Context: an optimization exercise on an open-source flow, tuned for small area, a short achievable clock period and few clock cycles. The choices shown serve that exercise and are no tape-out recipe. The clock input has no modelled driver; a real chip could not lean on it and would need a root buffer or a full tree. No activity file was given, so power comes from the tool's default toggle rates.

## job 9515
## top_axi_lite
module top_axi_lite (
    input  logic        clk,
    input  logic        rstn,
    input  logic        start,
    input  logic        mode,        
    input  logic [31:0] addr,
    input  logic [31:0] wdata_in,
    output logic [31:0] rdata_out,
    output logic        done
);
    logic [31:0] mem [0:15];
    logic [31:0] mem_d [0:15];
    logic [31:0] rd;
    logic [5:2] a, an;
    assign a = addr[5:2];
    for (genvar n = 2; n < 6; n++) begin : g_an
        rf_inv u_an (.a(a[n]), .y(an[n]));
    end
    logic [3:0] lo, lon, hin, whi, whin;
    logic       wmn;
    rf_nand2 u_wmn (.a(start), .b(mode), .y(wmn));
    for (genvar j = 0; j < 4; j++) begin : g_pre
        localparam bit B0 = j[0], B1 = j[1];
        rf_nor2  u_lo   (.a(B1 ? an[3] : a[3]), .b(B0 ? an[2] : a[2]), .y(lo[j]));
        rf_nand2 u_lon  (.a(B1 ? a[3] : an[3]), .b(B0 ? a[2] : an[2]), .y(lon[j]));
        rf_nand2 u_hin  (.a(B1 ? a[5] : an[5]), .b(B0 ? a[4] : an[4]), .y(hin[j]));
  ...
Size in the first run: ~1600 cells after synthesis, roughly 100 I/O pins.
==> flow/config.mk <==
export PLATFORM = sky130hd
export DESIGN_NAME = top_axi_lite
export DESIGN_NICKNAME = top_axi_lite
export VERILOG_FILES = /design/flow/design.v
export SDC_FILE = /design/flow/constraint.sdc
export NUM_CORES = 4
export LEC_CHECK = 0
export CAP_MARGIN = 20
export CORE_MARGIN = 2
export CORE_UTILIZATION = 55
export SETUP_SLACK_MARGIN = 1.9
export SLEW_MARGIN = 20
export SYNTH_HIERARCHICAL = 1
export SYNTH_MINIMUM_KEEP_SIZE = 0
==> flow/constraint.sdc <==
create_clock -name core_clock -period 3.5 [get_ports {clk}]
set_input_delay 0.7000 -clock core_clock [delete_from_list [all_inputs] [get_ports {clk}]]
set_output_delay 0.7000 -clock core_clock [all_outputs]
set_load 0.01 [all_outputs]
standard.sh (not shown) runs the stock make flow with config.mk's settings and CLKGATE_MAP_FILE= SYNTH_SCRIPT=/design/flow/synth_recipe.tcl, a recipe that flattens the netlist after the stock synthesis.
==> flow/flow/run.sh <==
#!/bin/bash
# The standard layout with these changes:
#  - ports are buffered with buf_4 cells instead of the cell buffer_ports picks;
#  - the low-power clock inverters (clkinvlp) are not used;
#  - at the end of the CTS step, flow/clock_tree.tcl replaces the clock tree
#    with a two-level one (clock port -> 4 root buffers -> 20 leaf buffers ->
#    flip-flops) and repairs timing again.
# Full output in standard.log (ORFS's per-step logs are under orfs/logs).
set -euo pipefail
export CT_LEAFS=20 CT_ROOTS=4
DONT_USE="sky130_fd_sc_hd__probe_p_8 sky130_fd_sc_hd__probec_p_8 sky130_fd_sc_hd__lpflow_bleeder_1 sky130_fd_sc_hd__lpflow_clkbufkapwr_1 sky130_fd_sc_hd__lpflow_clkbufkapwr_16 sky130_fd_sc_hd__lpflow_clkbufkapwr_2 sky130_fd_sc_hd__lpflow_clkbufkapwr_4 sky130_fd_sc_hd__lpflow_clkbufkapwr_8 sky130_fd_sc_hd__lpflow_clkinvkapwr_1 sky130_fd_sc_hd__lpflow_clkinvkapwr_16 sky130_fd_sc_hd__lpflow_clkinvkapwr_2 sky130_fd_sc_hd__lpflow_clkinvkapwr_4 sky130_fd_sc_hd__lpflow_clkinvkapwr_8 sky130_fd_sc_hd__lpflow_decapkapwr_12 sky130_fd_sc_hd__lpflow_decapkapwr_3 sky130_fd_sc_hd__lpflow_decapkapwr_4 sky130_fd_sc_hd__lpflow_decapkapwr_6 sky130_fd_sc_hd__lpflow_decapkapwr_8 sky130_fd_sc_hd__lpflow_inputiso0n_1 sky130_fd_sc_hd__lpflow_inputiso0p_1 sky130_fd_sc_hd__lpflow_inputiso1n_1 sky130_fd_sc_hd__lpflow_inputiso1p_1 sky130_fd_sc_hd__lpflow_inputisolatch_1 sky130_fd_sc_hd__lpflow_isobufsrc_1 sky130_fd_sc_hd__lpflow_isobufsrc_16 sky130_fd_sc_hd__lpflow_isobufsrc_2 sky130_fd_sc_hd__lpflow_isobufsrc_4 sky130_fd_sc_hd__lpflow_isobufsrc_8 sky130_fd_sc_hd__lpflow_isobufsrckapwr_16 sky130_fd_sc_hd__lpflow_lsbuf_lh_hl_isowell_tap_1 sky130_fd_sc_hd__lpflow_lsbuf_lh_hl_isowell_tap_2 sky130_fd_sc_hd__lpflow_lsbuf_lh_hl_isowell_tap_4 sky130_fd_sc_hd__lpflow_lsbuf_lh_isowell_4 sky130_fd_sc_hd__lpflow_lsbuf_lh_isowell_tap_1 sky130_fd_sc_hd__lpflow_lsbuf_lh_isowell_tap_2 sky130_fd_sc_hd__lpflow_lsbuf_lh_isowell_tap_4 sky130_fd_sc_hd__clkinvlp_2 sky130_fd_sc_hd__clkinvlp_4"
bash standard.sh "BUFFER_PORTS_ARGS=-buffer_cell sky130_fd_sc_hd__buf_4" \
  "DONT_USE_CELLS=$DONT_USE" \
  "POST_CTS_TCL=$PWD/flow/clock_tree.tcl" finish > standard.log 2>&1
==> flow/flow/clock_tree.tcl <==
# Runs at the end of ORFS's CTS step (POST_CTS_TCL). Replaces the clock tree
# that clock_tree_synthesis built with a two-level one: the clock port drives
# a few root buffers, each root drives the leaf buffers near it, one leaf
# buffer per cluster of flip-flops, and each leaf buffer drives the clock pins
# of its cluster. All flip-flops get
# the same number of buffers (two) on their clock path, and the tree is not
# skewed on purpose. Then timing is repaired again on the new tree.

set ct_buf   sky130_fd_sc_hd__clkbuf_16
set ct_leafs [expr {[info exists ::env(CT_LEAFS)] ? $::env(CT_LEAFS) : 16}]

set block [ord::get_db_block]
set db    [ord::get_db]
set clk   [$block findNet clk]

# Flip-flop clock pins, as odb iterms.
set sinks {}
foreach pin [all_registers -clock_pins -edge_triggered] {
  lappend sinks [sta::sta_to_db_pin $pin]
}
puts "clock_tree: [llength $sinks] flip-flop clock pins"

# Remove what clock_tree_synthesis built: every instance in the clock tree
# between the clock port and the flip-flops, and the dummy loads.
set doomed {}
foreach inst [$block getInsts] {
  set name [$inst getName]
  if {[string match clkbuf_* $name] || [string match clkload* $name]} {
    lappend doomed $inst
  }
}
foreach inst $doomed { odb::dbInst_destroy $inst }
foreach net [$block getNets] {
  if {[string match clknet_* [$net getName]] && [llength [$net getITerms]] == 0} {
    odb::dbNet_destroy $net
  }
}
puts "clock_tree: removed [llength $doomed] instances of the old tree"

# Cluster the sinks by position, seeded at quantiles of y.
set pts {}
foreach it $sinks {
  set bb [[$it getInst] getBBox]
  lappend pts [list [expr {([$bb xMin] + [$bb xMax]) / 2.0}] [expr {([$bb yMin] + [$bb yMax]) / 2.0}]]
}
set n [llength $pts]
set order [lsort -real -index 1 $pts]
set cent {}
for {set k 0} {$k < $ct_leafs} {incr k} {
  lappend cent [lindex $order [expr {int(($k + 0.5) * $n / $ct_leafs)}]]
}
# Capacitated k-means: each pass assigns the sinks greedily by distance to
# the nearest centre that still has room (at most ct_cap sinks per leaf), then
# moves each centre to the mean of its sinks.
set ct_cap [expr {int(ceil(1.1 * $n / $ct_leafs))}]
for {set iter 0} {$iter < 30} {incr iter} {
  set pairs {}
  set i 0
  foreach p $pts {
    for {set k 0} {$k < $ct_leafs} {incr k} {
      set c [lindex $cent $k]
      lappend pairs [list [expr {abs([lindex $p 0] - [lindex $c 0]) + abs([lindex $p 1] - [lindex $c 1])}] $i $k]
    }
    incr i
  }
  set pairs [lsort -real -index 0 $pairs]
  set assign [lrepeat $n -1]
  set fill [lrepeat $ct_leafs 0]
  set left $n
  foreach pr $pairs {
    lassign $pr d i k
    if {[lindex $assign $i] >= 0 || [lindex $fill $k] >= $ct_cap} { continue }
    lset assign $i $k
    lset fill $k [expr {[lindex $fill $k] + 1}]
    if {[incr left -1] == 0} { break }
  }
  set newc {}
  for {set k 0} {$k < $ct_leafs} {incr k} {
    set sx 0.0; set sy 0.0; set c 0
    foreach p $pts a $assign {
      if {$a == $k} { set sx [expr {$sx + [lindex $p 0]}]; set sy [expr {$sy + [lindex $p 1]}]; incr c }
    }
    if {$c > 0} { lappend newc [list [expr {$sx / $c}] [expr {$sy / $c}]] } else { lappend newc [lindex $cent $k] }
  }
  set cent $newc
}

set master [$db findMaster $ct_buf]
proc ct_place {inst x y} {
  $inst setLocation [expr {int($x)}] [expr {int($y)}]
  $inst setPlacementStatus PLACED
}

# Root buffers: the leaf buffers are grouped by position into ct_roots
# groups (k-means again), with one root buffer at the middle of each group.
# The clock port drives the root buffers directly (ct_roots <= 4 pins).
set ct_roots [expr {[info exists ::env(CT_ROOTS)] ? $::env(CT_ROOTS) : 4}]
set rorder [lsort -real -index 0 $cent]
set rcent {}
for {set r 0} {$r < $ct_roots} {incr r} {
  lappend rcent [lindex $rorder [expr {int(($r + 0.5) * $ct_leafs / $ct_roots)}]]
}
for {set iter 0} {$iter < 50} {incr iter} {
  set rassign {}
  foreach p $cent {
    set best 0; set bd 1e30
    for {set r 0} {$r < $ct_roots} {incr r} {
      set c [lindex $rcent $r]
      set d [expr {abs([lindex $p 0] - [lindex $c 0]) + abs([lindex $p 1] - [lindex $c 1])}]
      if {$d < $bd} { set bd $d; set best $r }
    }
    lappend rassign $best
  }
  set newc {}
  for {set r 0} {$r < $ct_roots} {incr r} {
    set sx 0.0; set sy 0.0; set c 0
    foreach p $cent a $rassign {
      if {$a == $r} { set sx [expr {$sx + [lindex $p 0]}]; set sy [expr {$sy + [lindex $p 1]}]; incr c }
    }
    if {$c > 0} { lappend newc [list [expr {$sx / $c}] [expr {$sy / $c}]] } else { lappend newc [lindex $rcent $r] }
  }
  set rcent $newc
}
set rootnets {}
for {set r 0} {$r < $ct_roots} {incr r} {
  set root [odb::dbInst_create $block $master ct_root_$r]
  set c [lindex $rcent $r]
  ct_place $root [lindex $c 0] [lindex $c 1]
  set rootnet [odb::dbNet_create $block ct_root_net_$r]
  $rootnet setSigType CLOCK
  [$root findITerm A] connect $clk
  [$root findITerm X] connect $rootnet
  lappend rootnets $rootnet
}

for {set k 0} {$k < $ct_leafs} {incr k} {
  set leaf [odb::dbInst_create $block $master ct_leaf_$k]
  set c [lindex $cent $k]
  ct_place $leaf [lindex $c 0] [lindex $c 1]
  set net [odb::dbNet_create $block ct_leaf_net_$k]
  $net setSigType CLOCK
  [$leaf findITerm A] connect [lindex $rootnets [lindex $rassign $k]]
  [$leaf findITerm X] connect $net
  set cnt 0
  foreach it $sinks a $assign {
    if {$a == $k} {
      $it disconnect
      $it connect $net
      incr cnt
    }
  }
  puts "clock_tree: leaf $k at [lindex $c 0] [lindex $c 1] drives $cnt flip-flops"
}
$clk setSigType CLOCK

detailed_placement
set_propagated_clock [all_clocks]
estimate_parasitics -placement
report_clock_skew
report_clock_latency
repair_timing_helper
detailed_placement
check_placement -verbose
estimate_parasitics -placement
report_worst_slack
report_clock_skew
Input-level comparison between job 2514 and job 9515:
- swapping 1.9 for 1.85 in SETUP_SLACK_MARGIN
--- a/flow/flow/run.sh
+++ b/flow/flow/run.sh
@@ -6,3 +6,3 @@
 #    with a two-level one (clock port -> 4 root buffers -> 20 leaf buffers ->
-#    flip-flops) and repairs timing again.
+#    flip-flops), sizes up the address decode and repairs timing again.
 # Full output in standard.log (ORFS's per-step logs are under orfs/logs).
@@ -10,2 +10,8 @@
 export CT_LEAFS=20 CT_ROOTS=4
+# Drive strengths for the address decode (see flow/clock_tree.tcl).
+export CT_SIZE="*.u_sel.y sky130_fd_sc_hd__nor2_4 *.u_we.y sky130_fd_sc_hd__nor2_4
+  *.u_hold.y sky130_fd_sc_hd__nand2_4 *.u_lon.y sky130_fd_sc_hd__nand2_4
+  *.u_hin.y sky130_fd_sc_hd__nand2_4 *.u_lo.y sky130_fd_sc_hd__nor2_4
+  *.u_whin.y sky130_fd_sc_hd__nand4_4 *.u_whi.y sky130_fd_sc_hd__nor3_4
+  *.u_an.y sky130_fd_sc_hd__inv_4"
 DONT_USE="sky130_fd_sc_hd__probe_p_8 sky130_fd_sc_hd__probec_p_8 sky130_fd_sc_hd__lpflow_bleeder_1 sky130_fd_sc_hd__lpflow_clkbufkapwr_1 sky130_fd_sc_hd__lpflow_clkbufkapwr_16 sky130_fd_sc_hd__lpflow_clkbufkapwr_2 sky130_fd_sc_hd__lpflow_clkbufkapwr_4 sky130_fd_sc_hd__lpflow_clkbufkapwr_8 sky130_fd_sc_hd__lpflow_clkinvkapwr_1 sky130_fd_sc_hd__lpflow_clkinvkapwr_16 sky130_fd_sc_hd__lpflow_clkinvkapwr_2 sky130_fd_sc_hd__lpflow_clkinvkapwr_4 sky130_fd_sc_hd__lpflow_clkinvkapwr_8 sky130_fd_sc_hd__lpflow_decapkapwr_12 sky130_fd_sc_hd__lpflow_decapkapwr_3 sky130_fd_sc_hd__lpflow_decapkapwr_4 sky130_fd_sc_hd__lpflow_decapkapwr_6 sky130_fd_sc_hd__lpflow_decapkapwr_8 sky130_fd_sc_hd__lpflow_inputiso0n_1 sky130_fd_sc_hd__lpflow_inputiso0p_1 sky130_fd_sc_hd__lpflow_inputiso1n_1 sky130_fd_sc_hd__lpflow_inputiso1p_1 sky130_fd_sc_hd__lpflow_inputisolatch_1 sky130_fd_sc_hd__lpflow_isobufsrc_1 sky130_fd_sc_hd__lpflow_isobufsrc_16 sky130_fd_sc_hd__lpflow_isobufsrc_2 sky130_fd_sc_hd__lpflow_isobufsrc_4 sky130_fd_sc_hd__lpflow_isobufsrc_8 sky130_fd_sc_hd__lpflow_isobufsrckapwr_16 sky130_fd_sc_hd__lpflow_lsbuf_lh_hl_isowell_tap_1 sky130_fd_sc_hd__lpflow_lsbuf_lh_hl_isowell_tap_2 sky130_fd_sc_hd__lpflow_lsbuf_lh_hl_isowell_tap_4 sky130_fd_sc_hd__lpflow_lsbuf_lh_isowell_4 sky130_fd_sc_hd__lpflow_lsbuf_lh_isowell_tap_1 sky130_fd_sc_hd__lpflow_lsbuf_lh_isowell_tap_2 sky130_fd_sc_hd__lpflow_lsbuf_lh_isowell_tap_4 sky130_fd_sc_hd__clkinvlp_2 sky130_fd_sc_hd__clkinvlp_4"
--- a/flow/flow/clock_tree.tcl
+++ b/flow/flow/clock_tree.tcl
@@ -155,2 +155,19 @@
 
+# Optional: give the address decode's gates (found by the names of the nets
+# they drive, from the RTL's gate modules) a strong drive before repair, as
+# each drives many loads. CT_SIZE holds pairs of net-name pattern and cell.
+if {[info exists ::env(CT_SIZE)]} {
+  foreach {pattern cell} $::env(CT_SIZE) {
+    set m [$db findMaster $cell]
+    set c 0
+    foreach net [$block getNets] {
+      if {![string match $pattern [$net getName]]} { continue }
+      foreach it [$net getITerms] {
+        if {[$it isOutputSignal]} { [$it getInst] swapMaster $m; incr c }
+      }
+    }
+    puts "clock_tree: $c drivers of $pattern made $cell"
+  }
+}
+
 detailed_placement
Notes after the runs:
- Power for job 2514 is lower than for job 9515.
- Higher setup slack goes to job 9515 over job 2514.
- Job 2514 vs job 9515, critical path's slowest cell: sky130_fd_sc_hd__nand4_1 vs sky130_fd_sc_hd__a22o_1
- Compared with job 9515, job 2514 shows a higher top fanout value on the critical path.
Inputs modified between job 2514 and job 467:
- SETUP_SLACK_MARGIN changed from 1.85 to 1.9
==> flow/flow/run.sh <==
#!/bin/bash
# The standard layout with these changes:
#  - ports are buffered with buf_4 cells instead of the cell buffer_ports picks;
#  - the low-power clock inverters (clkinvlp) are not used;
#  - timing repair only resizes, swaps pins, clones and removes buffers
#    (no buffer insertion on the setup paths);
#  - at the end of the CTS step, flow/clock_tree.tcl replaces the clock tree
#    with a two-level one (clock port -> 4 root buffers -> 20 leaf buffers ->
#    flip-flops) and repairs timing again.
# Full output in standard.log (ORFS's per-step logs are under orfs/logs).
set -euo pipefail
export CT_LEAFS=20 CT_ROOTS=4
DONT_USE="sky130_fd_sc_hd__probe_p_8 sky130_fd_sc_hd__probec_p_8 sky130_fd_sc_hd__lpflow_bleeder_1 sky130_fd_sc_hd__lpflow_clkbufkapwr_1 sky130_fd_sc_hd__lpflow_clkbufkapwr_16 sky130_fd_sc_hd__lpflow_clkbufkapwr_2 sky130_fd_sc_hd__lpflow_clkbufkapwr_4 sky130_fd_sc_hd__lpflow_clkbufkapwr_8 sky130_fd_sc_hd__lpflow_clkinvkapwr_1 sky130_fd_sc_hd__lpflow_clkinvkapwr_16 sky130_fd_sc_hd__lpflow_clkinvkapwr_2 sky130_fd_sc_hd__lpflow_clkinvkapwr_4 sky130_fd_sc_hd__lpflow_clkinvkapwr_8 sky130_fd_sc_hd__lpflow_decapkapwr_12 sky130_fd_sc_hd__lpflow_decapkapwr_3 sky130_fd_sc_hd__lpflow_decapkapwr_4 sky130_fd_sc_hd__lpflow_decapkapwr_6 sky130_fd_sc_hd__lpflow_decapkapwr_8 sky130_fd_sc_hd__lpflow_inputiso0n_1 sky130_fd_sc_hd__lpflow_inputiso0p_1 sky130_fd_sc_hd__lpflow_inputiso1n_1 sky130_fd_sc_hd__lpflow_inputiso1p_1 sky130_fd_sc_hd__lpflow_inputisolatch_1 sky130_fd_sc_hd__lpflow_isobufsrc_1 sky130_fd_sc_hd__lpflow_isobufsrc_16 sky130_fd_sc_hd__lpflow_isobufsrc_2 sky130_fd_sc_hd__lpflow_isobufsrc_4 sky130_fd_sc_hd__lpflow_isobufsrc_8 sky130_fd_sc_hd__lpflow_isobufsrckapwr_16 sky130_fd_sc_hd__lpflow_lsbuf_lh_hl_isowell_tap_1 sky130_fd_sc_hd__lpflow_lsbuf_lh_hl_isowell_tap_2 sky130_fd_sc_hd__lpflow_lsbuf_lh_hl_isowell_tap_4 sky130_fd_sc_hd__lpflow_lsbuf_lh_isowell_4 sky130_fd_sc_hd__lpflow_lsbuf_lh_isowell_tap_1 sky130_fd_sc_hd__lpflow_lsbuf_lh_isowell_tap_2 sky130_fd_sc_hd__lpflow_lsbuf_lh_isowell_tap_4 sky130_fd_sc_hd__clkinvlp_2 sky130_fd_sc_hd__clkinvlp_4"
bash standard.sh "BUFFER_PORTS_ARGS=-buffer_cell sky130_fd_sc_hd__buf_4" \
  "DONT_USE_CELLS=$DONT_USE" "SETUP_MOVE_SEQUENCE=unbuffer,sizeup,swap,clone" \
  "POST_CTS_TCL=$PWD/flow/clock_tree.tcl" finish > standard.log 2>&1
--- a/flow/flow/clock_tree.tcl
+++ b/flow/flow/clock_tree.tcl
@@ -155,19 +155,2 @@
 
-# Optional: give the address decode's gates (found by the names of the nets
-# they drive, from the RTL's gate modules) a strong drive before repair, as
-# each drives many loads. CT_SIZE holds pairs of net-name pattern and cell.
-if {[info exists ::env(CT_SIZE)]} {
-  foreach {pattern cell} $::env(CT_SIZE) {
-    set m [$db findMaster $cell]
-    set c 0
-    foreach net [$block getNets] {
-      if {![string match $pattern [$net getName]]} { continue }
-      foreach it [$net getITerms] {
-        if {[$it isOutputSignal]} { [$it getInst] swapMaster $m; incr c }
-      }
-    }
-    puts "clock_tree: $c drivers of $pattern made $cell"
-  }
-}
-
 detailed_placement
[summary]
For data required time at the worst endpoint, job 2514 and job 467 come out practically identical.
Taking job 2514 as 1.0, job 467 lands at 1.07 on total wire length.
Critical path depth delta for job 467 relative to job 2514: 1 lower
Job 467 finished all stages; the layout is clean.
Compared to job 2514, job 467 has core utilization 1.6 points lower.
Higher synthesis-to-finish area growth was reported by job 2514, not job 467.
In job 467, the register share of the cell area came out 1.0 points above the value in job 2514.
Fmax: job 467 above job 2514
Antenna cell count came out exactly the same in job 467 and job 2514.
The higher clock edge transition at the registers on the reported setup and hold paths came out of job 2514.
No run of this note included a check of the RTL's function; only the layout flow was run. No run of this note takes its clock network from TritonCTS; it comes from the design's own scripts or RTL.

[afterwards: timing with drivers on the ports]
How much do the figures lean on ideal ports? The routed layouts below were timed once more, with nothing changed but the port constraints.
Step 1 assumes that a clkbuf_16 drives the clock port and a buf_2 every other input.
Step 2 also shifts input and output timing later by t, the mid clock arrival at the registers, as if the neighbouring blocks saw the same clock.
Slacks: ideal ports / drivers / drivers and shift; pairs: ideal ports / drivers.
| run | t, ns | slack for setup (ns) | hold WS [ns] | cell pins on the clock port's net |
|---|---|---|---|---|
| job 9515 | 0.453 | 1.731 / 1.742 / 1.289 | 0.472 / 0.461 / 0.472 | 4 |
| job 2514 | 0.443 | 1.649 / 1.662 / 1.219 | 0.477 / 0.477 / 0.477 | 4 |
| job 467 | 0.454 | 1.693 / 1.600 / 1.146 | 0.474 / 0.474 / 0.474 | 4 |
After both steps every run listed still meets setup and hold. The setup slack of job 467, which loses most, moves by -0.093 ns with the drivers and by -0.547 ns with both steps.
